Source: an optimization exercise on an open RTL-to-GDS flow (aim: small area). Production flows keep margins and buffers that such runs may drop. Function was checked by simulation only, so behaviour that the tests miss may differ from the original. Power figures rest on the tool's default switching activity, not on a simulated workload.

**design/flow/config.mk**
```make
export PLATFORM = sky130hd
export DESIGN_NAME = car_dash
export DESIGN_NICKNAME = car_dash
export VERILOG_FILES = /design/flow/design.v
export SDC_FILE = /design/flow/constraint.sdc
export NUM_CORES = 8
export LEC_CHECK = 0
export ABC_AREA = 1
export CAP_MARGIN = 0
export CORE_MARGIN = 2
export CORE_UTILIZATION = 70
export SLEW_MARGIN = 0
```
**design/flow/constraint.sdc**
```tcl
create_clock -name core_clock -period 40.0 [get_ports {clk}]
set_input_delay 8.0000 -clock core_clock [delete_from_list [all_inputs] [get_ports {clk}]]
set_output_delay 8.0000 -clock core_clock [all_outputs]
set_load 0.01 [all_outputs]
```
**design/flow/design.v**
```verilog
`timescale 1ns / 1ps
module car_dash(clk, RST, Buttons, SW, JSTK_X, cs, write, data, debug, anode, segment);
    input clk;
    input RST;
    input [1:0] Buttons;
    input [15:0] SW;
    input [9:0] JSTK_X;
    output cs, write, data, debug;
    output [7:0] anode;
    output [6:0] segment;
    parameter [27:0] M = 28'd100000000;
    wire [9:0] y;
    wire h, S, F;
    wire [1:0] z2;
    cd_time u_time(.clk(clk), .RST(RST), .F(F), .y(y), .h(h), .z2(z2), .S(S));
    wire q59     = !h && (y[9:3] == 7'd59);           
    wire q60     = !h && (y[9:4] == 6'd30);           
    wire blk1    = (q59 && (y[2:0] != 3'd0)) || (q60 && (y[3:0] <= 4'd8));    
    wire blk2    = q59 || (q60 && (y[3:0] <= 4'd9));                          
    wire t_eval1 = q60 && (y[3:0] == 4'd8);           
    wire t_eval2 = q60 && (y[3:0] == 4'd9);           
    wire t_win1  = q60 && (y[3:0] == 4'd15);          
    wire t_sw    = q59 && (y[2:0] == 3'd3);           
    wire t_tick  = q59 && (y[2:0] == 3'd6);           
    wire t_rand  = q59 && (y[2:0] == 3'd7);           
    wire q339    = !h && (y[9:1] == 9'd339);          
    wire t_clr2  = q339 && !y[0];                     
    wire t_clr1  = q339 && y[0];                      
    wire y768    = (y == 10'd768);
    wire t_upd   = !h && (y == 10'd776);              
    wire bstep   = !h && (y[9:3] == 7'd96) && (y[2] || (y[1] && y[0]));    
    wire live    = F || !h;                           
    wire clrph   = !F && h && (y[9:3] == 7'd60);      
    wire [3:0] m = {y[3:1] - {1'b0, g}, y[0]};
    wire bw = (y[3:1] < {1'b0, g});
    wire [3:0] vl = y[7:4] - {3'd0, bw};
    wire rot     = live && (y[9:8] != 2'd3) && m[3] && (m[2:0] != 3'd0) && (m[2:0] != 3'd7)
                   && (vl >= 4'd2) && (vl <= 4'd13);
    wire brot    = live && (y[9:8] == 2'd2) && ((y[7:5] == 3'd0) || (y[7:5] == 3'd7)) && (y[3:1] != 3'd0) && !y[0];
    wire [2:0] w;
    cd_rand #(.M(M)) u_rand(.clk(clk), .RST(RST), .tick(t_tick), .w(w));
    wire [1:0] g;
    wire [11:0] P;
    cd_newcol u_newcol(.clk(clk), .w(w), .SW(SW), .ldr(t_rand && g == 2'd2), .lds(t_sw && g == 2'd3), .P(P));
    wire [5:0] tap;
    wire [11:0] W3, W4;
    wire [3:0] Bt;
    wire cellv, oclr;
    wire [3:0] hp1, hp2;
    wire [2:0] mR1, mR2;
    wire sstep;
    cd_matrix u_mat(.clk(clk), .RST(RST), .t_upd(t_upd), .clrph(clrph), .rot(rot), .bstep(bstep), .brot(brot), .P(P),
                    .oclr(oclr),
                    .mv1(mR1[1:0]), .mv2(mR2[1:0]), .hp1(hp1), .hp2(hp2), .g(g), .F(F),
                    .tap(tap), .W3(W3), .W4(W4), .Bt(Bt));
    wire [11:0] nr = (g == 2'd3) ? W3 : 12'd0;
    wire [11:0] orow = (g == 2'd3) ? W3 : (g == 2'd0) ? W4 : 12'd0;
    cd_cars u_cars(.clk(clk), .RST(RST), .t_eval1(t_eval1), .t_eval2(t_eval2), .blk1(blk1), .blk2(blk2), .clr1(t_clr1), .clr2(t_clr2),
                   .Buttons(Buttons), .JSTK_X(JSTK_X), .hp1(hp1), .hp2(hp2), .nr(nr), .orow(orow), .sstep(sstep), .mR1(mR1), .mR2(mR2));
    wire [3:0] w1o, w2o;
    wire [2:0] w1t, w2t;
    cd_score u_score(.clk(clk), .RST(RST), .inc1(t_win1 && mR2[2]), .inc2(t_clr2 && mR1[2]),
                     .w1o(w1o), .w1t(w1t), .w2o(w2o), .w2t(w2t));
    cd_cell u_cell(.y(y), .g(g), .F(F), .hp1(hp1), .hp2(hp2), .tap(tap), .Bt(Bt), .cellv(cellv), .oclr(oclr));
    cd_led u_led(.clk(clk), .RST(RST), .y(y), .live(live), .y768(y768), .cellv(cellv),
                 .sq(mR2), .si(mR1), .sstep(sstep), .cs(cs), .write(write), .data(data));
    assign debug = 1'b1;
    cd_disp u_disp(.z2(z2), .S(S), .w1o(w1o), .w1t(w1t), .w2o(w2o), .w2t(w2t), .anode(anode), .segment(segment));
endmodule
module cd_time(input clk, input RST, input F, output reg [9:0] y, output reg h, output [1:0] z2, output S);
    genvar gi;
    wire [9:0] yc;
    assign yc[0] = 1'b1;
    for (gi = 1; gi < 10; gi = gi + 1) begin : g_yc
        assign yc[gi] = yc[gi-1] & y[gi-1];
    end
    wire yw = (&y[9:5]) & (&y[2:0]);                  
    reg [1:0] k;
    always @(*) begin
        if (y < 10'd28) k = 2'd0;
        else if (y < 10'd128) k = 2'd1;
        else if (y < 10'd228) k = 2'd2;
        else if (y < 10'd328) k = 2'd3;
        else if (y < 10'd428) k = 2'd0;
        else if (y < 10'd528) k = 2'd1;
        else if (y < 10'd628) k = 2'd2;
        else if (y < 10'd728) k = 2'd3;
        else if (y < 10'd828) k = 2'd0;
        else if (y < 10'd928) k = 2'd1;
        else if (y < 10'd1000) k = 2'd2;
        else k = 2'bxx;
    end
    assign z2 = k + {h, 1'b1};
    assign S = F || !h || (y >= 10'd628);
    always @(posedge clk) begin
        if (RST) begin
            y <= 10'd478;
            h <= 1'b1;
        end else begin
            y <= yw ? 10'd0 : (y ^ yc);
            h <= h ^ yw;
        end
    end
endmodule
module cd_rand #(parameter [27:0] M = 28'd100000000) (input clk, input RST, input tick, output [2:0] w);
    localparam [26:0] M1 = M + 1;
    localparam [27:0] E0 = -(M + 1);
    genvar gi;
    reg [27:0] e;
    reg [26:0] V;
    wire [27:0] vx = {1'b0, V};
    wire [28:0] ec;
    wire [27:0] es;
    assign ec[0] = 1'b0;
    for (gi = 0; gi < 28; gi = gi + 1) begin : g_e
        assign es[gi] = e[gi] ^ vx[gi] ^ ec[gi];
        assign ec[gi+1] = (e[gi] & vx[gi]) | (ec[gi] & (e[gi] ^ vx[gi]));
    end
    wire [27:0] vc;
    assign vc[0] = tick;
    for (gi = 1; gi < 27; gi = gi + 1) begin : g_v
        assign vc[gi] = vc[gi-1] & V[gi-1];
    end
    wire vwrap = tick && ((V & M1) == M1);            
    always @(posedge clk) begin
        if (RST || !e[27]) e <= E0;
        else e <= es;
        if (RST) V <= 27'd1;
        else if (vwrap) V <= 27'd0;
        else V <= V ^ vc[26:0];
    end
    assign w = e[2:0];
endmodule
module cd_newcol(input clk, input [2:0] w, input [15:0] SW, input ldr, input lds, output reg [11:0] P);
    reg [11:0] rnd_col;
    integer q;
    always @(*) begin
        for (q = 1; q <= 6; q = q + 1) begin
            rnd_col[q-1] = (w == q - 1) || (w == ((q - 3) & 7));
            rnd_col[q+5] = (w == ((q - 5) & 7)) || (w == ((q - 2) & 7)) || (w == q);
        end
    end
    wire [11:0] sw_col = {SW[14:9], SW[6:1]};
    always @(posedge clk) begin
        if (ldr) P <= rnd_col;
        else if (lds) P <= P | sw_col;
    end
endmodule
module cd_matrix(input clk, input RST, input t_upd, input clrph, input rot, input bstep, input brot,
                 input oclr,
                 input [11:0] P, input [1:0] mv1, input [1:0] mv2,
                 output reg [3:0] hp1, output reg [3:0] hp2, output reg [1:0] g, output reg F,
                 output [5:0] tap, output [11:0] W3, output [11:0] W4, output [3:0] Bt);
    reg [71:0] Q;
    reg [6:0] b [0:3];
    function integer rk;
        input integer q;
        rk = (q < 6) ? 2 * q : 2 * (q - 6) + 1;
    endfunction
    genvar gq;
    for (gq = 0; gq < 12; gq = gq + 1) begin : g_w
        assign W3[gq] = Q[6 * (11 - rk(gq)) + 3];
        assign W4[gq] = Q[6 * (11 - rk(gq)) + 4];
    end
    assign tap = Q[71:66];
    assign Bt = {b[3][0], b[2][0], b[1][0], b[0][0]};
    function [3:0] step;
        input [3:0] hp;
        input [1:0] mv;
        case (mv)
            2'b01: step = hp - 4'd1;
            2'b10: step = hp + 4'd1;
            default: step = hp;
        endcase
    endfunction
    wire [3:0] hp1n = step(hp1, mv1);
    wire [3:0] hp2n = step(hp2, mv2);
    wire [1:0] gn = {g[1] ^ g[0], !g[0]};
    function [3:0] orow;
        input integer q;
        orow = (q < 6) ? q + 1 : q + 3;
    endfunction
    function [3:0] brow;
        input integer q;
        brow = (q == 0) ? 4'd0 : (q == 1) ? 4'd7 : (q == 2) ? 4'd8 : 4'd15;
    endfunction
    wire ins = t_upd && (g == 2'd3);
    wire shO = ins || clrph || rot;
    wire bfix = t_upd || clrph;
    wire ben = bfix || bstep || brot;
    integer k, q;
    always @(posedge clk) begin
        if (RST) begin
            hp1 <= 4'd12;
            hp2 <= 4'd4;
            g <= 2'd0;
            F <= 1'b0;
        end else if (t_upd) begin
            hp1 <= hp1n;
            hp2 <= hp2n;
            g <= gn;
            F <= 1'b1;
        end
    end
    always @(posedge clk) begin
        if (shO) begin
            Q <= {Q[70:0], Q[71]};
            if (!rot)
                for (q = 0; q < 12; q = q + 1) Q[6 * (11 - rk(q))] <= P[q] & F;
        end
        if (oclr) Q[70] <= 1'b0;
        if (ben) begin
            for (q = 0; q < 4; q = q + 1) begin
                b[q][0] <= bfix ? !(brow(q) == hp1 || brow(q) == hp2) : b[q][1];
                b[q][1] <= b[q][2] & !(bfix && (brow(q) == hp1 || brow(q) == hp2));
                for (k = 2; k < 6; k = k + 1) b[q][k] <= b[q][k+1];
                b[q][6] <= b[q][0];
            end
        end
    end
endmodule
module cd_cars(input clk, input RST, input t_eval1, input t_eval2, input blk1, input blk2, input clr1, input clr2,
               input [1:0] Buttons, input [9:0] JSTK_X, input [3:0] hp1, input [3:0] hp2,
               input [11:0] nr, input [11:0] orow, input sstep, output reg [2:0] mR1, output reg [2:0] mR2);
    reg [1:0] mi1, mi2;      
    reg I1, I2;              
    reg [1:0] C1, C2;        
    function [2:0] pos;
        input pl2;
        input [3:0] hp;
        case ({pl2, hp})
            5'd0: pos = 3'd1; 5'd1: pos = 3'd2; 5'd2: pos = 3'd3; 5'd3: pos = 3'd0;
            5'd4: pos = 3'd1; 5'd5: pos = 3'd2; 5'd6: pos = 3'd3; 5'd7: pos = 3'd4;
            5'd8: pos = 3'd5; 5'd9: pos = 3'd0; 5'd10: pos = 3'd1; 5'd11: pos = 3'd2;
            5'd12: pos = 3'd3; 5'd13: pos = 3'd4; 5'd14: pos = 3'd5; 5'd15: pos = 3'd0;
            5'd16: pos = 3'd3; 5'd17: pos = 3'd0; 5'd18: pos = 3'd1; 5'd19: pos = 3'd2;
            5'd20: pos = 3'd3; 5'd21: pos = 3'd4; 5'd22: pos = 3'd5; 5'd23: pos = 3'd0;
            5'd24: pos = 3'd1; 5'd25: pos = 3'd2; 5'd26: pos = 3'd3; 5'd27: pos = 3'd4;
            5'd28: pos = 3'd5; 5'd29: pos = 3'd0; 5'd30: pos = 3'd1; default: pos = 3'd2;
        endcase
    endfunction
    function sel6;
        input [5:0] v;
        input [2:0] i;
        case (i)
            3'd0: sel6 = v[0]; 3'd1: sel6 = v[1]; 3'd2: sel6 = v[2];
            3'd3: sel6 = v[3]; 3'd4: sel6 = v[4]; 3'd5: sel6 = v[5];
            default: sel6 = 1'bx;
        endcase
    endfunction
    wire pl2 = t_eval2;
    wire [2:0] mR = pl2 ? mR2 : mR1;
    wire I = pl2 ? I2 : I1;
    wire [1:0] C = pl2 ? C2 : C1;
    wire [1:0] mi = pl2 ? mi2 : mi1;
    wire [2:0] p = pos(pl2, pl2 ? hp2 : hp1);
    wire p5 = (p == 3'd5);
    wire p0 = (p == 3'd0);
    wire side = (mi == 2'b10 && !p5) || (mi == 2'b01 && !p0);
    wire [2:0] pi = (mi == 2'b10 && !p5) ? p + 3'd1 : (mi == 2'b01 && !p0) ? p - 3'd1 : p;
    wire [3:0] qi = {1'b0, pi} + (pl2 ? 4'd0 : 4'd6);
    wire [11:0] vec = side ? orow : nr;
    wire hit = vec[qi];
    wire crash = !I && (mi != 2'b11) && hit;
    wire [2:0] mRn = (mi == 2'b11) ? mR : {crash, mi[1] & (!p5 | crash), mi[0] & (!p0 | crash)};
    wire In = I ? (C != 2'd3) : crash;
    wire [1:0] Cn = C + {1'b0, I};
    wire [9:0] x = JSTK_X;
    wire jlo = !x[9] && (!x[8] || !x[7] || (!x[6] && !x[5] && !x[4]));                   
    wire jhi = x[9] && (x[8] || x[7] || (x[6] && (x[5] || (x[4] && x[3] && (x[2] || x[1] || x[0])))));  
    wire [1:0] joy = {jlo, jhi};
    wire cap1 = !blk1 && !(mi1[1] || mi1[0]);
    wire cap2 = !blk2 && !(mi2[1] || mi2[0]);
    always @(posedge clk) begin
        if (RST) begin
            mR1 <= 3'd7; mR2 <= 0; mi1 <= 0; mi2 <= 0;
            I1 <= 0; I2 <= 0; C1 <= 0; C2 <= 0;
        end else begin
            if (t_eval1) {mR1, I1, C1} <= {mRn, In, Cn};
            if (t_eval2) {mR2, I2, C2} <= {mRn, In, Cn};
            if (sstep) begin
                if (mR2 == 3'd6) begin
                    mR2 <= 3'd0;
                    mR1 <= mR1 - 3'd1;
                end else mR2 <= mR2 + 3'd1;
            end
            mi1 <= {2{!clr1}} & (mi1 | ({2{cap1}} & Buttons));
            mi2 <= {2{!clr2}} & (mi2 | ({2{cap2}} & joy));
        end
    end
endmodule
module cd_score(input clk, input RST, input inc1, input inc2,
                output reg [3:0] w1o, output reg [2:0] w1t, output reg [3:0] w2o, output reg [2:0] w2t);
    function [6:0] bcdinc;
        input inc;
        input [2:0] t;
        input [3:0] o;
        reg w63, o9;
        begin
            w63 = t[2] & t[1] & !o[2] & o[1] & o[0];
            o9 = o[3] & o[0];
            bcdinc[0] = o[0] ^ inc;
            bcdinc[1] = o[1] ^ (inc & o[0] & !o[3]);
            bcdinc[2] = o[2] ^ (inc & o[1] & o[0] & !w63);
            bcdinc[3] = o[3] ^ (inc & ((o[2] & o[1] & o[0]) | o9));
            bcdinc[4] = t[0] ^ (inc & o9);
            bcdinc[5] = t[1] ^ (inc & ((o9 & t[0]) | w63));
            bcdinc[6] = t[2] ^ (inc & ((o9 & t[0] & t[1]) | w63));
        end
    endfunction
    always @(posedge clk) begin
        if (RST) begin
            w1o <= 0; w1t <= 0; w2o <= 0; w2t <= 0;
        end else begin
            {w1t, w1o} <= bcdinc(inc1, w1t, w1o);
            {w2t, w2o} <= bcdinc(inc2, w2t, w2o);
        end
    end
endmodule
module cd_cell(input [9:0] y, input [1:0] g, input F, input [3:0] hp1, input [3:0] hp2,
               input [5:0] tap, input [3:0] Bt, output cellv, output oclr);
    wire [3:0] fr = {y[4], y[7:5]};    
    wire [1:0] cg = y[9:8];            
    wire [2:0] cj = y[3:1];            
    wire border = (fr[2:0] == 3'd0) || (fr[2:0] == 3'd7);
    wire c2 = cg[1] && !cg[0];
    wire car = F && c2 && cj[2:1] == 2'd0 && (fr == hp1 || fr == hp2);
    wire [1:0] bq = {fr[3], fr[0]};    
    wire bcell = !c2 || (cj == 3'd0) || Bt[bq];
    wire ob = tap[{cg, cj[2]}];
    wire ocell = (cj[1:0] == g) && ob;
    assign cellv = car || (border ? bcell : ocell);
    assign oclr = car && !border && (cj[1:0] == g);
endmodule
module cd_led(input clk, input RST, input [9:0] y, input live, input y768, input cellv,
              input [2:0] sq, input [2:0] si, output sstep, output cs, output write, output data);
    wire fA = (&y[9:6]) & (y[5] | (y[4] & (y[3] | y[2])));      
    wire fB = live && !(y[9] && y[8] && (y[7:0] != 8'd0));      
    wire fr_on = fA || fB;
    wire fr_send = fr_on && !y[0] && !y768;
    wire fr_hdr = fA && !y[5] && !y[1] && (y[3] ^ y[2]);       
    wire fr_bit = fA ? fr_hdr : cellv;
    wire sdone = live || (si == 3'd0);
    wire [1:0] t4 = y[1:0] ^ 2'd2;
    wire st3 = (t4 == 2'd3);
    assign sstep = !sdone && st3;
    wire smid = (sq != 3'd0) && (sq != 3'd6);
    wire s_cs = !sdone && ((sq == 3'd0 && t4[1]) || smid || (sq == 3'd6 && t4 != 2'd3));
    wire s_on = !sdone && ((sq == 3'd0 && t4[1]) || smid || (sq == 3'd6 && !t4[1]));
    wire s_wr = s_on && t4[0];
    wire s_send = s_on && !t4[0];
    reg [7:0] cmd;
    always @(*) begin
        case (si)
            3'd7: cmd = 8'h01;
            3'd6: cmd = 8'h03;
            3'd5: cmd = 8'h08;
            3'd4: cmd = 8'h14;
            3'd3: cmd = 8'h18;
            3'd2: cmd = 8'h24;
            default: cmd = 8'haf;
        endcase
    end
    wire [3:0] sb = {sq, t4[1]};
    reg s_bit;
    always @(*) begin
        case (sb)
            4'd1: s_bit = 1'b1;
            4'd4: s_bit = cmd[7];
            4'd5: s_bit = cmd[6];
            4'd6: s_bit = cmd[5];
            4'd7: s_bit = cmd[4];
            4'd8: s_bit = cmd[3];
            4'd9: s_bit = cmd[2];
            4'd10: s_bit = cmd[1];
            4'd11: s_bit = cmd[0];
            default: s_bit = 1'b0;
        endcase
    end
    reg data_r;
    always @(posedge clk) begin
        if (RST) data_r <= 1'b0;
        else if (fr_send) data_r <= fr_bit;
        else if (s_send) data_r <= s_bit;
    end
    assign cs = !(fr_on || s_cs);
    assign write = !((fr_on && y[0]) || s_wr);
    assign data = data_r;
endmodule
module cd_disp(input [1:0] z2, input S, input [3:0] w1o, input [2:0] w1t, input [3:0] w2o, input [2:0] w2t,
               output [7:0] anode, output [6:0] segment);
    wire [1:0] st = z2 ^ 2'b10;                   
    reg [3:0] dig;
    always @(*) begin
        case (st)
            2'd0: dig = w2o;
            2'd1: dig = {1'b0, w2t};
            2'd2: dig = w1o;
            default: dig = {1'b0, w1t};
        endcase
    end
    reg [6:0] seg7;
    always @(*) begin
        case (dig)
            4'd0: seg7 = 7'b1000000;
            4'd1: seg7 = 7'b1111001;
            4'd2: seg7 = 7'b0100100;
            4'd3: seg7 = 7'b0110000;
            4'd4: seg7 = 7'b0011001;
            4'd5: seg7 = 7'b0010010;
            4'd6: seg7 = 7'b0000010;
            4'd7: seg7 = 7'b1111000;
            4'd8: seg7 = 7'b0000000;
            4'd9: seg7 = 7'b0010000;
            default: seg7 = 7'bxxxxxxx;
        endcase
    end
    reg [7:0] an;
    always @(*) begin
        case (st)
            2'd0: an = 8'b11111110;
            2'd1: an = 8'b11111101;
            2'd2: an = 8'b11101111;
            default: an = 8'b11011111;
        endcase
    end
    wire j0 = !S && z2 == 2'd0;
    wire j1 = !S && z2 == 2'd1;
    assign anode = j0 ? 8'hff : j1 ? 8'hfe : an;
    assign segment = j0 ? 7'h7f : j1 ? 7'b1000000 : seg7;
endmodule
```
**design/flow/flow/run.sh**
```bash
#!/bin/bash
# Own layout flow: the standard synthesis, then the combinational logic between the
# standard synthesis's registers is mapped again by ABC with area-oriented scripts (several are
# tried and the smallest netlist is kept; the registers, their names and cell types are kept),
# then the standard layout steps run on that netlist, with small port buffers.
# Each tool's full output goes to a log file of its own in the work folder (log_*.txt).
set -euo pipefail
WORK=$(pwd)
PLAT=${FLOW_PLATFORM:-sky130hd}
RES=$WORK/orfs/results/$PLAT/car_dash/base
LIB=$FLOW_HOME/platforms/$PLAT/lib/sky130_fd_sc_hd__tt_025C_1v80.lib

# 1. the standard synthesis
bash standard.sh synth > log_1_std_synth.txt 2>&1

# 2. map the combinational logic again, with each ABC script in flow/abc_*.abc
cp $RES/1_2_yosys.v $WORK/std_synth.v
SEQ=$(awk '/^  sky130_fd_sc_hd__/{t=$1} /\.CLK\(/{print t}' $WORK/std_synth.v | sort -u | tr '\n' ' ')
DONTUSE=$(grep -o -- "-dont_use [A-Za-z0-9_]*" $WORK/orfs/logs/$PLAT/car_dash/base/1_2_yosys.log | sort -u | tr '\n' ' ')
for A in flow/abc_*.abc; do
  for K in 0 1; do
    # variant K=1 also keeps the standard synthesis's full adders
    N=$(basename $A .abc)_k$K
    KEEP="$SEQ sky130_fd_sc_hd__conb_1"
    if [[ $K == 1 ]]; then KEEP="$KEEP sky130_fd_sc_hd__fa_1"; fi
    sed -e "s#@LIB@#$LIB#g" -e "s#@IN@#$WORK/std_synth.v#g" -e "s#@OUT@#$WORK/resyn_$N.v#g" \
        -e "s#@TOP@#${FLOW_TOP:-car_dash}#g" -e "s#@ABC@#$WORK/$A#g" -e "s#@DONTUSE@#$DONTUSE#g" \
        -e "s#@SEQ@#$KEEP#g" -e "s#@STAT@#$WORK/resyn_$N.stat#g" \
        flow/resyn.ys > $WORK/resyn_$N.ys
    (yosys -s $WORK/resyn_$N.ys > log_2_resyn_$N.txt 2>&1 || rm -f $WORK/resyn_$N.stat) &
  done
done
wait
BEST=""; BESTA=""
for S in $WORK/resyn_*.stat; do
  [[ -f $S ]] || continue
  A=$(grep "Chip area for module" $S | tail -1 | awk '{print $NF}')
  if [[ -z "$BEST" ]] || awk -v a="$A" -v b="$BESTA" 'BEGIN{exit !(a < b)}'; then BEST=${S%.stat}.v; BESTA=$A; fi
done
echo "kept $BEST, area $BESTA" > log_2_resyn_choice.txt
cp $BEST $RES/1_2_yosys.v
rm -f $RES/1_synth.odb $RES/1_synth.sdc

# 3. the standard layout steps on the new netlist
# flow/cts_args, if there, holds the clock tree synthesis arguments (CTS_ARGS)
EXTRA=()
if [[ -f flow/cts_args ]]; then EXTRA+=("CTS_ARGS=$(cat flow/cts_args)"); fi
bash standard.sh "BUFFER_PORTS_ARGS=-buffer_cell sky130_fd_sc_hd__buf_1" "${EXTRA[@]}" finish > log_3_std_layout.txt 2>&1
test -f out/final.def
```
**design/flow/flow/abc_a0.abc**
```
strash
&get -n
&deepsyn -T 120 -S 0
&put
dch -f
amap
topo
```
**design/flow/flow/abc_a1.abc**
```
strash
&get -n
&deepsyn -T 120 -S 1
&put
dch -f
amap
topo
```
**design/flow/flow/abc_a2.abc**
```
strash
&get -n
&deepsyn -T 120 -S 2
&put
dch -f
amap
topo
```
**design/flow/flow/abc_a3.abc**
```
strash
&get -n
&deepsyn -T 120 -S 3
&put
dch -f
amap
topo
```
**design/flow/flow/abc_a4.abc**
```
strash
&get -n
&deepsyn -T 120 -S 4
&put
dch -f
amap
topo
```
**design/flow/flow/abc_a5.abc**
```
strash
&get -n
&deepsyn -T 120 -S 5
&put
dch -f
amap
topo
```
**design/flow/flow/abc_a6.abc**
```
strash
&get -n
&deepsyn -T 120 -S 6
&put
dch -f
amap
topo
```
**design/flow/flow/abc_a7.abc**
```
strash
&get -n
&deepsyn -T 120 -S 7
&put
dch -f
amap
topo
```
**design/flow/flow/abc_d.abc**
```
strash
balance -l
resub -K 6 -l
rewrite -l
resub -K 6 -N 2 -l
refactor -l
resub -K 8 -l
balance -l
resub -K 8 -N 2 -l
rewrite -l
resub -K 10 -l
rewrite -z -l
resub -K 10 -N 2 -l
balance -l
resub -K 12 -l
refactor -z -l
resub -K 12 -N 2 -l
rewrite -z -l
balance -l
dch -f
amap
topo
```
**design/flow/flow/cts_args**
```
-sink_clustering_enable -repair_clock_nets -sink_clustering_size 10 -sink_clustering_max_diameter 40 -buf_list sky130_fd_sc_hd__clkbuf_4 -dont_use_dummy_load
```
**design/flow/flow/resyn.ys**
```
# map the standard synthesis's combinational logic again; registers stay as they are
read_liberty -ignore_miss_func @LIB@
read_verilog -defer @IN@
hierarchy -top @TOP@
setattr -mod -set keep_hierarchy 1 @SEQ@
flatten
blackbox @SEQ@
opt_clean -purge
abc -liberty @LIB@ @DONTUSE@ -script @ABC@
opt_clean -purge
setundef -zero
hilomap -singleton -hicell sky130_fd_sc_hd__conb_1 HI -locell sky130_fd_sc_hd__conb_1 LO
insbuf -buf sky130_fd_sc_hd__buf_1 A X
opt_clean -purge
rename -enumerate -pattern rs_%_
read_liberty -lib -nooverwrite @LIB@
check -assert
tee -o @STAT@ stat -liberty @LIB@ -top @TOP@
write_verilog -noattr -nohex -nodec -selected @OUT@
```
**design/flow/standard.sh**
```bash
#!/bin/bash
# synth_recipe.tcl (not shown) runs the flow's synth.tcl, then flattens the netlist and writes it again
# the make line also repeats each setting of config.mk as NAME=value (left out here)
make -C /OpenROAD-flow-scripts/flow DESIGN_CONFIG=/design/flow/config.mk WORK_HOME=/design/flow/orfs CLKGATE_MAP_FILE= SYNTH_SCRIPT=/design/flow/synth_recipe.tcl "${@:-finish}"
```
==> run notes, run 1 <==
- Clock H-tree levels: 1
- CP Max Fanout: 10
- Tcrit/Tclk final: 0.316
- NetSw: roughly 110 µW
- Post-synthesis cell count: roughly 1,000
- Vias in the first global route: 7,212
- RSZ-0062 raised after global routing: no
- Worst-Skew Late Latency: between 600 and 700 ps
- HP Class: reg2reg
- Pwr/cell area: 39.1 nW/µm²
- Switching Share: 0.267
- Fin. Hold Viols: 0
- DIE AREA: 14,700 µm²
- Drt pass-1 iters: 5
- Root buffer cell: clkbuf_4
- Slew @ Worst Pin: between 1000 and 1500 ps
- Die H: 121 µm
- Share of cells above drive strength 1: 0.0325
- Min Hold Slack: about 420 ps
- PortBufs: 39
- Crit path kind: reg2out
- CTS tree: yes
- Max Cap Viol: 0
- Via density: 6.35
- Clock share of power: 0.251
- Sink Count: 220
- CTS resizes: 0
- IR drop worst, VDD: 0.0370 mV
- Initial antenna violation count: 1
- Finished Layout Cells: roughly 1,300
- CP endpoint kind: output port
- GRT Util Overall: 0.296
- Total Nets Final: 1,138
- Clock skew: just under 100 ps
- Reg power frac: 0.621
- Setup TNS: 0 ps
- Fin. max-slew vios: 0
- Largest net degree at the start of global routing: 73
- Synth warn: 9
- Syn_area_per_cell: 9.33 µm²
- Cts hold-fix bufs: 0
- I/O pin count: about 50
- DRT antenna net count: 0
- Post-Place Cells: ~1,300
- Clock slew at reported path FFs: roughly 100 ps
- CP startpoint kind: flip-flop
- Cell Area, Synth: 9640 µm²
- Crit path DAT: 4650 ps
- Area delta synth->final: 6.55%
- DRC Markers: 0
- Core Box Area: around 13,000 µm²
- Via count: slightly above 8,000
- FMAX: 79.1 MHz
- Combinational share of power: 0.127
- # fillers: 940
- Initial drt markers: 900
- Total setup buffers inserted after CTS: 0
- Final Total Pwr: between 400 and 500 µW
- WP data required: 32,000 ps
- Multi-input logic area: about 3700 µm²
- Die Width: 121 µm
- Final Core Density: 0.770
- Clock tree buffer depth: 3
- Status: no timing/DRC/antenna violations
- Num CTS Buffers: 29
- Total gr overflow: 0
- Internal power: around 290 µW
- GPL Wtd Cong: 0.985
- First-pass GRT wire length: approximately 35 mm
- HPWL after DPL: 15.4 mm
- Sequential Area: around 5500 µm²
- Rows: 42
- WL final: 21.5 mm
- Min Clock Period, post-route: between 10,000 and 15,000 ps
- # setup viols final: 0
- Slew HR: 0.303
- Cell leakage power: 0.00322 µW
- WL per Instance: ~17 µm
- Initial Utilization: 0.722
==> critical path, cell delays in order, from the launching register on <==
cell and delay, ps:
dfxtp_1 450, clkinv_1 330, nand2_1 210, nor2_1 80, clkinv_1 100, nor2_1 60, nor4_1 380, clkinv_1 200
o21ai_0 150, nor2_1 60, a21oi_1 300, clkinv_1 180, nor2_1 240, clkinv_1 120, nor2_1 260, nor2_1 130
nand2_1 100, o22ai_1 80, a21o_1 170, o32ai_1 200, buf_1 180
==> sequential cells by signal (all words and copies together), names as in the netlist, 4 cells and up <==
name,cells
u_mat.Q,72
u_mat.b,28
u_rand.e,28
u_rand.V,27
u_newcol.P,12
u_time.y,10
u_mat.hp1,4
u_mat.hp2,4
u_score.w1o,4
u_score.w2o,4
==> metrics by stage <==
stage	setup WS [ps]	area (µm²)
2_1_floorplan	28790	9660
3_3_place_gp	28190	10100
3_5_place_dp	28120	10100
4_1_cts	27370	10300
5_1_grt	26790	10300
6_report	27350	10300
==> path summary, 6_finish.rpt <==
check,from,to,slack (ps),depth (start not counted)
setup / recovery,u_time.y[7]$_SDFF_PP1_,segment[1],27350,20
hold / removal,u_mat.b[3][6]$_DFFE_PP_,u_mat.b[3][5]$_DFFE_PP_,420,0
setup reg to reg,u_rand.e[1]$_SDFF_PP1_,u_rand.e[26]$_SDFF_PP0_,33330,50
hold reg to reg,u_mat.b[3][6]$_DFFE_PP_,u_mat.b[3][5]$_DFFE_PP_,420,0
==> power by group through the flow <==
stage	combinational, µW	clock, µW	sequential, µW
2_1_floorplan	39.1	0	252
3_3_place_gp	48.8	0	254
5_1_grt	58.2	111	250
3_5_place_dp	50.6	0	254
6_report	51.1	101	249
4_1_cts	50.7	102	249
==> layout make-up <==
class,count,share of cell area
timing repair buffer,44,0.0179
inverter,108,0.0395
sequential,220,0.537
antenna,1,0.000244
clock buffer,29,0.0212
tap,176,0.0214
multi-input combinational,705,0.363
==> layout by cell type, fill, tap and decap left out, drive strengths merged, types with 12 or more instances in the layout <==
master    n
nand3    13
o211ai   12
nor3     45
a32o     16
edfxtp  111
a21oi    75
dfxtp   109
o21ai    69
nand2    82
buf      44
clkbuf   29
o21a     12
clkinv  107
a211oi   30
nor2    211
o22ai    27
==> metal layers <==
layer  global-route usage  up-vias  part of all wire
met1                0.409     3735              0.42
met4               0.0970        0             0.032
met3               0.0456       77             0.080
met5                    0        -                 0
li1                     -     3949                 -
met2                0.482      384              0.47
==> run 2: changes to the inputs <==
--- a/design/flow/design.v
+++ b/design/flow/design.v
@@ -30,7 +30,7 @@
     wire t_upd   = !h && (y == 10'd776);              
     wire bstep   = !h && (y[9:3] == 7'd96) && (y[2] || (y[1] && y[0]));    
     wire live    = F || !h;                           
-    wire clrph   = !F && h && (y[9:3] == 7'd60);      
+    wire clrph   = !F && h && (y[9:4] >= 6'd30) && (y[9:4] <= 6'd34);    
     wire [3:0] m = {y[3:1] - {1'b0, g}, y[0]};
     wire bw = (y[3:1] < {1'b0, g});
     wire [3:0] vl = y[7:4] - {3'd0, bw};
@@ -205,10 +205,10 @@
     always @(posedge clk) begin
         if (shO) begin
             Q <= {Q[70:0], Q[71]};
-            if (!rot)
-                for (q = 0; q < 12; q = q + 1) Q[6 * (11 - rk(q))] <= P[q] & F;
+            if (ins)
+                for (q = 0; q < 12; q = q + 1) Q[6 * (11 - rk(q))] <= P[q];
         end
-        if (oclr) Q[70] <= 1'b0;
+        if (oclr || clrph) Q[70] <= 1'b0;
         if (ben) begin
             for (q = 0; q < 4; q = q + 1) begin
                 b[q][0] <= bfix ? !(brow(q) == hp1 || brow(q) == hp2) : b[q][1];
--- a/design/flow/flow/run.sh
+++ b/design/flow/flow/run.sh
@@ -17,27 +17,39 @@
 cp $RES/1_2_yosys.v $WORK/std_synth.v
 SEQ=$(awk '/^  sky130_fd_sc_hd__/{t=$1} /\.CLK\(/{print t}' $WORK/std_synth.v | sort -u | tr '\n' ' ')
 DONTUSE=$(grep -o -- "-dont_use [A-Za-z0-9_]*" $WORK/orfs/logs/$PLAT/car_dash/base/1_2_yosys.log | sort -u | tr '\n' ' ')
-for A in flow/abc_*.abc; do
-  for K in 0 1; do
-    # variant K=1 also keeps the standard synthesis's full adders
-    N=$(basename $A .abc)_k$K
-    KEEP="$SEQ sky130_fd_sc_hd__conb_1"
-    if [[ $K == 1 ]]; then KEEP="$KEEP sky130_fd_sc_hd__fa_1"; fi
-    sed -e "s#@LIB@#$LIB#g" -e "s#@IN@#$WORK/std_synth.v#g" -e "s#@OUT@#$WORK/resyn_$N.v#g" \
-        -e "s#@TOP@#${FLOW_TOP:-car_dash}#g" -e "s#@ABC@#$WORK/$A#g" -e "s#@DONTUSE@#$DONTUSE#g" \
-        -e "s#@SEQ@#$KEEP#g" -e "s#@STAT@#$WORK/resyn_$N.stat#g" \
-        flow/resyn.ys > $WORK/resyn_$N.ys
-    (yosys -s $WORK/resyn_$N.ys > log_2_resyn_$N.txt 2>&1 || rm -f $WORK/resyn_$N.stat) &
+# one round: map netlist $1 with every script, keeping registers (and full adders when $3 = 1)
+resyn_round() {
+  local IN=$1 TAG=$2 K
+  for A in flow/abc_*.abc; do
+    for K in $3; do
+      local N=${TAG}_$(basename $A .abc)_k$K
+      local KEEP="$SEQ sky130_fd_sc_hd__conb_1"
+      if [[ $K == 1 ]]; then KEEP="$KEEP sky130_fd_sc_hd__fa_1"; fi
+      sed -e "s#@LIB@#$LIB#g" -e "s#@IN@#$IN#g" -e "s#@OUT@#$WORK/resyn_$N.v#g" \
+          -e "s#@TOP@#${FLOW_TOP:-car_dash}#g" -e "s#@ABC@#$WORK/$A#g" -e "s#@DONTUSE@#$DONTUSE#g" \
+          -e "s#@SEQ@#$KEEP#g" -e "s#@STAT@#$WORK/resyn_$N.stat#g" -e "s#@TAG@#$TAG#g" \
+          flow/resyn.ys > $WORK/resyn_$N.ys
+      (yosys -s $WORK/resyn_$N.ys > log_2_resyn_$N.txt 2>&1 || rm -f $WORK/resyn_$N.stat) &
+    done
   done
-done
-wait
-BEST=""; BESTA=""
-for S in $WORK/resyn_*.stat; do
-  [[ -f $S ]] || continue
-  A=$(grep "Chip area for module" $S | tail -1 | awk '{print $NF}')
-  if [[ -z "$BEST" ]] || awk -v a="$A" -v b="$BESTA" 'BEGIN{exit !(a < b)}'; then BEST=${S%.stat}.v; BESTA=$A; fi
-done
-echo "kept $BEST, area $BESTA" > log_2_resyn_choice.txt
+  wait
+}
+pick_best() {
+  BEST=""; BESTA=""
+  for S in $WORK/resyn_*.stat; do
+    [[ -f $S ]] || continue
+    A=$(grep "Chip area for module" $S | tail -1 | awk '{print $NF}')
+    if [[ -z "$BEST" ]] || awk -v a="$A" -v b="$BESTA" 'BEGIN{exit !(a < b)}'; then BEST=${S%.stat}.v; BESTA=$A; fi
+  done
+}
+# first round from the standard synthesis, both variants; second round from the best netlist
+resyn_round $WORK/std_synth.v r1 "0 1"
+pick_best
+echo "round 1: $BEST, area $BESTA" > log_2_resyn_choice.txt
+KB=0; if [[ $BEST == *_k1.v ]]; then KB=1; fi
+resyn_round $BEST r2 "$KB"
+pick_best
+echo "kept $BEST, area $BESTA" >> log_2_resyn_choice.txt
 cp $BEST $RES/1_2_yosys.v
 rm -f $RES/1_synth.odb $RES/1_synth.sdc
 
--- a/design/flow/flow/resyn.ys
+++ b/design/flow/flow/resyn.ys
@@ -12,7 +12,7 @@
 hilomap -singleton -hicell sky130_fd_sc_hd__conb_1 HI -locell sky130_fd_sc_hd__conb_1 LO
 insbuf -buf sky130_fd_sc_hd__buf_1 A X
 opt_clean -purge
-rename -enumerate -pattern rs_%_
+rename -enumerate -pattern rs@TAG@_%_
 read_liberty -lib -nooverwrite @LIB@
 check -assert
 tee -o @STAT@ stat -liberty @LIB@ -top @TOP@
==> run 2 against run 1 <==
Net effect: first-iteration DRC count is 7.4% lower; area after synthesis is 0.88% lower; maximum frequency is 0.95% lower; synthesized cell count is 1.2% lower; sequential share of layout area is 0.46 points higher; largest power group unchanged; critical path depth is 1 lower; combinational power hardly changed; power is 3.8% higher; worst hold slack worse by 19 ps; clock skew is 17 ps lower; critical path type unchanged; highest routed layer unchanged; register-to-register slack worse by 380 ps.
==> run notes, run 2 <==
- Clock slew at reported path FFs: 100 ps (about the same)
- Die Width: 121 µm (-0.43%)
- Critical Path Sink: segment[5]
- Reg2Reg Setup Slack: 32,950 ps (-380 ps)
- Max Cap Viol: 0 (unchanged)
- Area delta synth->final: 6.59% (about the same)
- Largest net degree at the start of global routing: 73 (unchanged)
- Fin. Hold Viols: 0 (unchanged)
- Vias in the first global route: 7,563 (+4.9%)
- # setup viols final: 0 (unchanged)
- Num CTS Buffers: 30 (+3.4%)
- Rows: 42 (unchanged)
- Dpl ws: 28,090 ps (-28.0 ps)
- Initial Utilization: 0.719 (-0.00354)
- Initial antenna violation count: 0 (-1)
- CP startpoint kind: flip-flop
- Biggest regs: u_mat.Q x72, u_mat.b x28, u_rand.e x28
- Pwr/cell area: 40.9 nW/µm² (+4.6%)
- IR drop worst, VDD: 0.0271 mV (-27%)
- Die H: 121 µm (-0.43%)
- Min Clock Period, post-route: 12,770 ps (+121 ps)
- Slew @ Worst Pin: 1250 ps (+205 ps)
- Total gr overflow: 0 (unchanged)
- Cts hold-fix bufs: 0 (unchanged)
- Clock tree buffer depth: 3 (unchanged)
- Setup TNS: 0 ps (unchanged)
- Cell Area, Synth: 9560 µm² (-0.88%)
- GPL Wtd Cong: 0.970 (-1.5%)
- I/O pin count: 49 (unchanged)
- DRT antenna net count: 0 (unchanged)
- Worst-Skew Late Latency: 680 ps (about the same)
- CTS tree: yes
- Largest register FFs: 72 (unchanged)
- Leading cell type in the layout, fill and taps excluded: nor2_1
- Largest Register: u_mat.Q
- DRC Markers: 0 (unchanged)
- Synth warn: 9 (unchanged)
- Final Core Density: 0.766 (-0.00355)
- FMAX: 78.3 MHz (-0.95%)
- WL final: 21.9 mm (+1.5%)
- GRT Util Overall: 0.310 (+0.0147)
- Tcrit/Tclk final: 0.319 (+0.00303)
- Slew HR: 0.166 (-0.137)
- CP endpoint kind: output port
- Via density: 6.40 (+0.88%)
- Sink Count: 220 (unchanged)
- Crit path DAT: 4770 ps (+120 ps)
- Syn_area_per_cell: 9.36 µm² (+0.28%)
- Core Box Area: 13,300 µm² (-0.39%)
- RR Endpoint: u_rand.e[27]$_SDFF_PP1_
- DIE AREA: 14,600 µm² (-0.85%)
- RSZ-0062 raised after global routing: no
- Most frequent cells in the layout: 194 x nor2_1, 111 x edfxtp_1, 109 x dfxtp_1, 98 x clkinv_1, 88 x o21ai_0
- Total setup buffers inserted after CTS: 0 (unchanged)
- Via count: 8,127 (-0.22%)
- Post-synthesis cell count: 1,021 (-1.2%)
- Fin. max-slew vios: 0 (unchanged)
- CTS resizes: 0 (unchanged)
- First-pass GRT wire length: 36.7 mm (+5.7%)
- Worst r2r path cells: 48 (-4.0%)
- Antenna diode count: 0 (-1)
- Critical path origin: u_time.y[4]$_SDFF_PP1_
- Worst R2R Start: u_rand.e[1]$_SDFF_PP1_
- Clock skew: 81.1 ps (-17.1 ps)
- HPWL after DPL: 15.4 mm (+0.17%)
- CP Max Fanout: 11 (+1)
- HP Class: reg2reg
- Drt pass-1 iters: 6 (+1)
- Initial drt markers: 833 (-7.4%)
- WL per Instance: 17.2 µm (+2.6%)
- Final Worst Setup Slack: 27,230 ps (-121 ps)
- Crit path kind: reg2out
- WP data required: 32,000 ps (about the same)
- Root buffer cell: clkbuf_4
- PortBufs: 39 (unchanged)
- Clock H-tree levels: 1 (unchanged)
- Total Nets Final: 1,125 (-1.1%)
- Status: no timing/DRC/antenna violations
- Cell leakage power: 0.00329 µW (+2.4%)
- Share of cells above drive strength 1: 0.0320 (-0.000528)
==> run 2: area by class of cell <==
| type | instances | area [µm²] |
|---|---|---|
| Clock buffer | 30 | 225 |
| Timing Repair Buffer | 42 | 169 |
| Inverter | 98 | 368 |
| Tap cell | 176 | 220 |
| Sequential cell | 220 | 5520 |
| Fill cell | 896 | 3110 |
| Multi-Input combinational cell | 703 | 3690 |
==> run 2: worst max-delay path, stage by stage (launching register included) <==
cell      delay [ps]
dfxtp_1          490
clkinv_1         370
nand2_1          190
nand2_1           70
a31oi_1          300
clkinv_1         180
nand2_1           90
o21ai_0          140
o21ai_0          440
clkinv_1         170
nor2_1           250
clkinv_1         160
nor3_1           350
a221o_1          190
nor2b_1           70
a31oi_1          240
o21ai_0          160
nand2_1           80
o21ai_0           70
buf_1            130
==> run 2: worst min-delay path by stage <==
stage	from	to	slack, ps	depth (start not counted)
6_report	u_mat.Q[61]$_DFFE_PP_	u_mat.Q[62]$_DFFE_PP_	400	0
2_1_floorplan	u_mat.Q[12]$_DFFE_PP_	u_mat.Q[13]$_DFFE_PP_	400	0
3_5_place_dp	u_mat.Q[13]$_DFFE_PP_	u_mat.Q[14]$_DFFE_PP_	410	0
4_1_cts	u_mat.Q[0]$_DFFE_PP_	u_mat.Q[1]$_DFFE_PP_	390	0
3_3_place_gp	u_mat.b[3][6]$_DFFE_PP_	u_mat.b[3][5]$_DFFE_PP_	400	0
5_1_grt	u_mat.Q[61]$_DFFE_PP_	u_mat.Q[62]$_DFFE_PP_	400	0
==> run 2: metrics by stage <==
step / power, µW / cell area [µm²] / hold WS [ps] / instances
floorplan: 303 / 9570 / 400 / 1025
detailed placement: 318 / 9960 / 406 / 1239
global route: 438 / 10200 / 402 / 1269
finish: 416 / 10200 / 403 / 1269
CTS: 417 / 10200 / 393 / 1269
global placement: 315 / 9960 / 400 / 1239
==> run 2: per-layer routing <==
| metal | up-vias | part of all wire | track usage | wire length, µm |
|---|---|---|---|---|
| li1 | 3899 | - | - | - |
| met1 | 3725 | 0.42 | 0.440 | 9150 |
| met2 | 443 | 0.47 | 0.493 | 10200 |
| met3 | 60 | 0.091 | 0.0547 | 1990 |
| met4 | 0 | 0.024 | 0.0945 | 519 |
| met5 | - | 0 | 0 | 0 |
==> run 2: report_power, final <==
group	leakage [µW]	internal (µW)	total (µW)	switching, µW
clock network	0.000138	34.2	102	68.2
registers	0.00190	253	263	9.59
logic	0.00125	17.5	51.3	33.8
total	0.00329	305	416	112
==> run 3: changes to the inputs <==
--- a/design/flow/design.v
+++ b/design/flow/design.v
@@ -249,9 +249,9 @@
         endcase
     endfunction
     wire pl2 = t_eval2;
-    wire [2:0] mR = pl2 ? mR2 : mR1;
-    wire I = pl2 ? I2 : I1;
-    wire [1:0] C = pl2 ? C2 : C1;
+    wire [2:0] mR = mR1;
+    wire I = I1;
+    wire [1:0] C = C1;
     wire [1:0] mi = pl2 ? mi2 : mi1;
     wire [2:0] p = pos(pl2, pl2 ? hp2 : hp1);
     wire p5 = (p == 3'd5);
@@ -276,8 +276,10 @@
             mR1 <= 3'd7; mR2 <= 0; mi1 <= 0; mi2 <= 0;
             I1 <= 0; I2 <= 0; C1 <= 0; C2 <= 0;
         end else begin
-            if (t_eval1) {mR1, I1, C1} <= {mRn, In, Cn};
-            if (t_eval2) {mR2, I2, C2} <= {mRn, In, Cn};
+            if (t_eval1 || t_eval2) begin
+                {mR1, I1, C1} <= {mR2, I2, C2};
+                {mR2, I2, C2} <= {mRn, In, Cn};
+            end
             if (sstep) begin
                 if (mR2 == 3'd6) begin
                     mR2 <= 3'd0;
--- a/design/flow/flow/run.sh
+++ b/design/flow/flow/run.sh
@@ -42,14 +42,16 @@
     if [[ -z "$BEST" ]] || awk -v a="$A" -v b="$BESTA" 'BEGIN{exit !(a < b)}'; then BEST=${S%.stat}.v; BESTA=$A; fi
   done
 }
-# first round from the standard synthesis, both variants; second round from the best netlist
+# first round from the standard synthesis, both variants; two more rounds from the best netlist
 resyn_round $WORK/std_synth.v r1 "0 1"
 pick_best
 echo "round 1: $BEST, area $BESTA" > log_2_resyn_choice.txt
-KB=0; if [[ $BEST == *_k1.v ]]; then KB=1; fi
-resyn_round $BEST r2 "$KB"
-pick_best
-echo "kept $BEST, area $BESTA" >> log_2_resyn_choice.txt
+for R in r2 r3; do
+  KB=0; if [[ $BEST == *_k1.v ]]; then KB=1; fi
+  resyn_round $BEST $R "$KB"
+  pick_best
+  echo "after $R: $BEST, area $BESTA" >> log_2_resyn_choice.txt
+done
 cp $BEST $RES/1_2_yosys.v
 rm -f $RES/1_synth.odb $RES/1_synth.sdc
 
==> run 3 against run 2 <==
Net effect: largest power group unchanged; clock skew down 46 ps; cell count up 0.47%; still clean on timing, DRC and antenna; register-to-register slack worse by 420 ps; critical path type unchanged; worst hold slack better by 2.4 ps; combinational power up 8.6%; power up 0.84%; design area up 0.13%; critical endpoint is now segment[1].
==> run notes, run 3 <==
- Crit path max-delay cell type: dfxtp_1
- Fin. Hold Viols: 0 (unchanged)
- Clock share of power: 0.239 (-0.007)
- # setup viols final: 0 (unchanged)
- HPWL after DPL: 15.4 mm (+0.28%)
- Min Clock Period, post-route: 12,840 ps (+69.1 ps)
- Slew @ Worst Pin: 877 ps (-370 ps)
- Total gr overflow: 0 (unchanged)
- Biggest regs: u_mat.Q x72, u_mat.b x28, u_rand.e x28
- Reg power frac: 0.629 (-0.002)
- WL per Instance: 17.2 µm (-0.36%)
- RSZ-0062 raised after global routing: no
- CTS resizes: 0 (unchanged)
- Fin. max-slew vios: 0 (unchanged)
- Syn_area_per_cell: 9.32 µm² (-0.40%)
- Largest register FFs: 72 (unchanged)
- Clock tree buffer depth: 3 (unchanged)
- Largest Register: u_mat.Q
- Max Cap Viol: 0 (unchanged)
- I/O pin count: 49 (unchanged)
- FMAX: 77.9 MHz (-0.54%)
- Crit path DAT: 4840 ps (+70 ps)
- GPL Wtd Cong: 0.971 (about the same)
- Slew HR: 0.416 (+0.250)
- Initial Utilization: 0.719 (about the same)
- IR drop worst, VDD: 0.0294 mV (+8.6%)
- NetSw: 114 µW (+1.7%)
- Total Nets Final: 1,130 (+0.44%)
- Synth warn: 9 (unchanged)
- HP Class: reg2reg
- Pwr/cell area: 41.2 nW/µm² (+0.70%)
- PortBufs: 39 (unchanged)
- Cell leakage power: 0.00332 µW (+0.93%)
- Cell Area, Synth: 9530 µm² (-0.30%)
- CP endpoint kind: output port
- Die H: 121 µm (-0.14%)
- DRC Markers: 0 (unchanged)
- Combinational share of power: 0.133 (+0.010)
- Share of cells above drive strength 1: 0.0383 (+0.00623)
- Min Hold Slack: 406 ps (+2.35 ps)
- CTS tree: yes
- Via count: 8,078 (-0.60%)
- First-pass GRT wire length: 35.6 mm (-2.8%)
- Core Box Area: 13,200 µm² (-0.40%)
- Status: no timing/DRC/antenna violations
- Most frequent cells in the layout: 195 x nor2_1, 114 x clkinv_1, 111 x edfxtp_1, 109 x dfxtp_1, 92 x o21ai_0
- Clock H-tree levels: 1 (unchanged)
- Sink Count: 220 (unchanged)
- Most frequent cell on the critical path: nor2_1
- DRT antenna net count: 0 (unchanged)
- CP cell instances: clkinv_1, nor2_1, clkinv_1, a21oi_1, nor2_1, nor3_1, o21ai_0, o21ai_0, nor2_1, a221oi_1, nor2_1, or2_0, nor3_1, clkinv_1, o21ai_0, o21bai_1, buf_1
- Vias in the first global route: 7,510 (-0.70%)
- Clock skew: 35.1 ps (-46.1 ps)
- Via density: 6.34 (-1.1%)
- Num CTS Buffers: 29 (-3.3%)
- Setup TNS: 0 ps (unchanged)
- Clock slew at reported path FFs: 100 ps (about the same)
- Rows: 42 (unchanged)
- CP Max Fanout: 10 (-1)
- # fillers: 942 (+5.1%)
- Worst-Skew Late Latency: 640 ps (-40 ps)
- Total setup buffers inserted after CTS: 0 (unchanged)
- Internal power: 306 µW (+0.54%)
- Die Width: 121 µm (-0.14%)
- WP data required: 32,000 ps (about the same)
- Critical Path Max Stage Delay: 550 ps (+60 ps)
- DIE AREA: 14,600 µm² (-0.29%)
- Root buffer cell: clkbuf_4
- CP startpoint kind: flip-flop
- GRT Util Overall: 0.305 (-0.00544)
- Drt pass-1 iters: 6 (unchanged)
- WL final: 21.9 mm (+0.11%)
- Cts hold-fix bufs: 0 (unchanged)
- Crit path kind: reg2out
- Tcrit/Tclk final: 0.321 (+0.00173)
- Largest net degree at the start of global routing: 73 (unchanged)
- Initial drt markers: 774 (-7.1%)
- Leading cell type in the layout, fill and taps excluded: nor2_1
- Area delta synth->final: 7.05%
- Initial antenna violation count: 1 (+1)
- Post-synthesis cell count: 1,022 (+0.098%)
- Switching Share: 0.270 (+0.00219)
[run 3: per-stage QoR]
step / utilization / instance area [µm²] / worst slack, ps / cells / total power, µW
global placement: 0.753 / 9980 / 27940 / 1245 / 320
global route: 0.770 / 10200 / 26550 / 1275 / 441
floorplan: - / 9540 / 28470 / 1026 / 307
CTS: 0.770 / 10200 / 27190 / 1274 / 421
finish: 0.770 / 10200 / 27160 / 1275 / 420
detailed placement: 0.753 / 9980 / 27890 / 1245 / 323
[run 3: area by class of cell]
class	count	area (µm²)	share of cell area
clock buffer	29	218	0.0213
sequential	220	5520	0.541
antenna	1	2.50	0.000245
inverter	114	428	0.0420
timing repair buffer	47	206	0.0202
multi-input combinational	688	3610	0.354
tap	176	220	0.0216
[run 3: power by group through the flow]
stage | logic [µW] | clock network, µW | registers [µW]
5_1_grt | 63.1 | 112 | 266
3_3_place_gp | 52.0 | 0 | 268
3_5_place_dp | 54.7 | 0 | 269
4_1_cts | 54.9 | 103 | 264
6_report | 55.7 | 100 | 264
2_1_floorplan | 41.4 | 0 | 266
[run 3: final timing paths]
kind                           startpoint  slack [ps]  cells past startpoint                 endpoint
setup / recovery   u_time.y[8]$_SDFF_PP1_       27160                     17               segment[1]
hold / removal    u_mat.b[3][4]$_DFFE_PP_         410                      0  u_mat.b[3][3]$_DFFE_PP_
setup reg to reg   u_time.y[8]$_SDFF_PP1_       32530                     37  u_rand.V[25]$_SDFF_PP0_
hold reg to reg   u_mat.b[3][4]$_DFFE_PP_         410                      0  u_mat.b[3][3]$_DFFE_PP_
[run 3: routing by layer]
metal | vias up | part of all wire | GRT usage
met5 | - | 0 | 0
met4 | 0 | 0.031 | 0.108
met3 | 77 | 0.074 | 0.0533
met2 | 381 | 0.48 | 0.510
met1 | 3737 | 0.41 | 0.403
li1 | 3883 | - | -
[run 3: critical path, delay by kind of cell, from the launching register on]
kind / cells / cell delay [ps]
simple gates: 7 / 1490
buf+inv: 4 / 700
flops: 1 / 550
compound gates: 6 / 1490

[static timing again, ports no longer ideal]
Ports are ideal in the flow. The routed layouts listed here were re-timed in OpenROAD. Step 1 assumes that a clkbuf_16 drives the clock port and a buf_2 every other input. Step 2, shift: input delay + t, output delay - t, t = (earliest + latest rising clock arrival at the registers) / 2. This alone moves slack from input paths to output paths. Slacks: ideal / step 1 / step 2; pairs: ideal / step 1.
| run | t (ns) | setup slack, ns | worst setup path after step 2 | cell pins on the clock port's net |
|---|---|---|---|---|
| run 1 | 0.666 | 27.352 / 27.314 / 27.980 | register to output | 1 |
| run 2 | 0.678 | 27.231 / 27.194 / 27.873 | register to output | 1 |
| run 3 | 0.656 | 27.162 / 27.127 / 27.783 | register to output | 1 |
After both steps setup and hold are still met in every run listed.
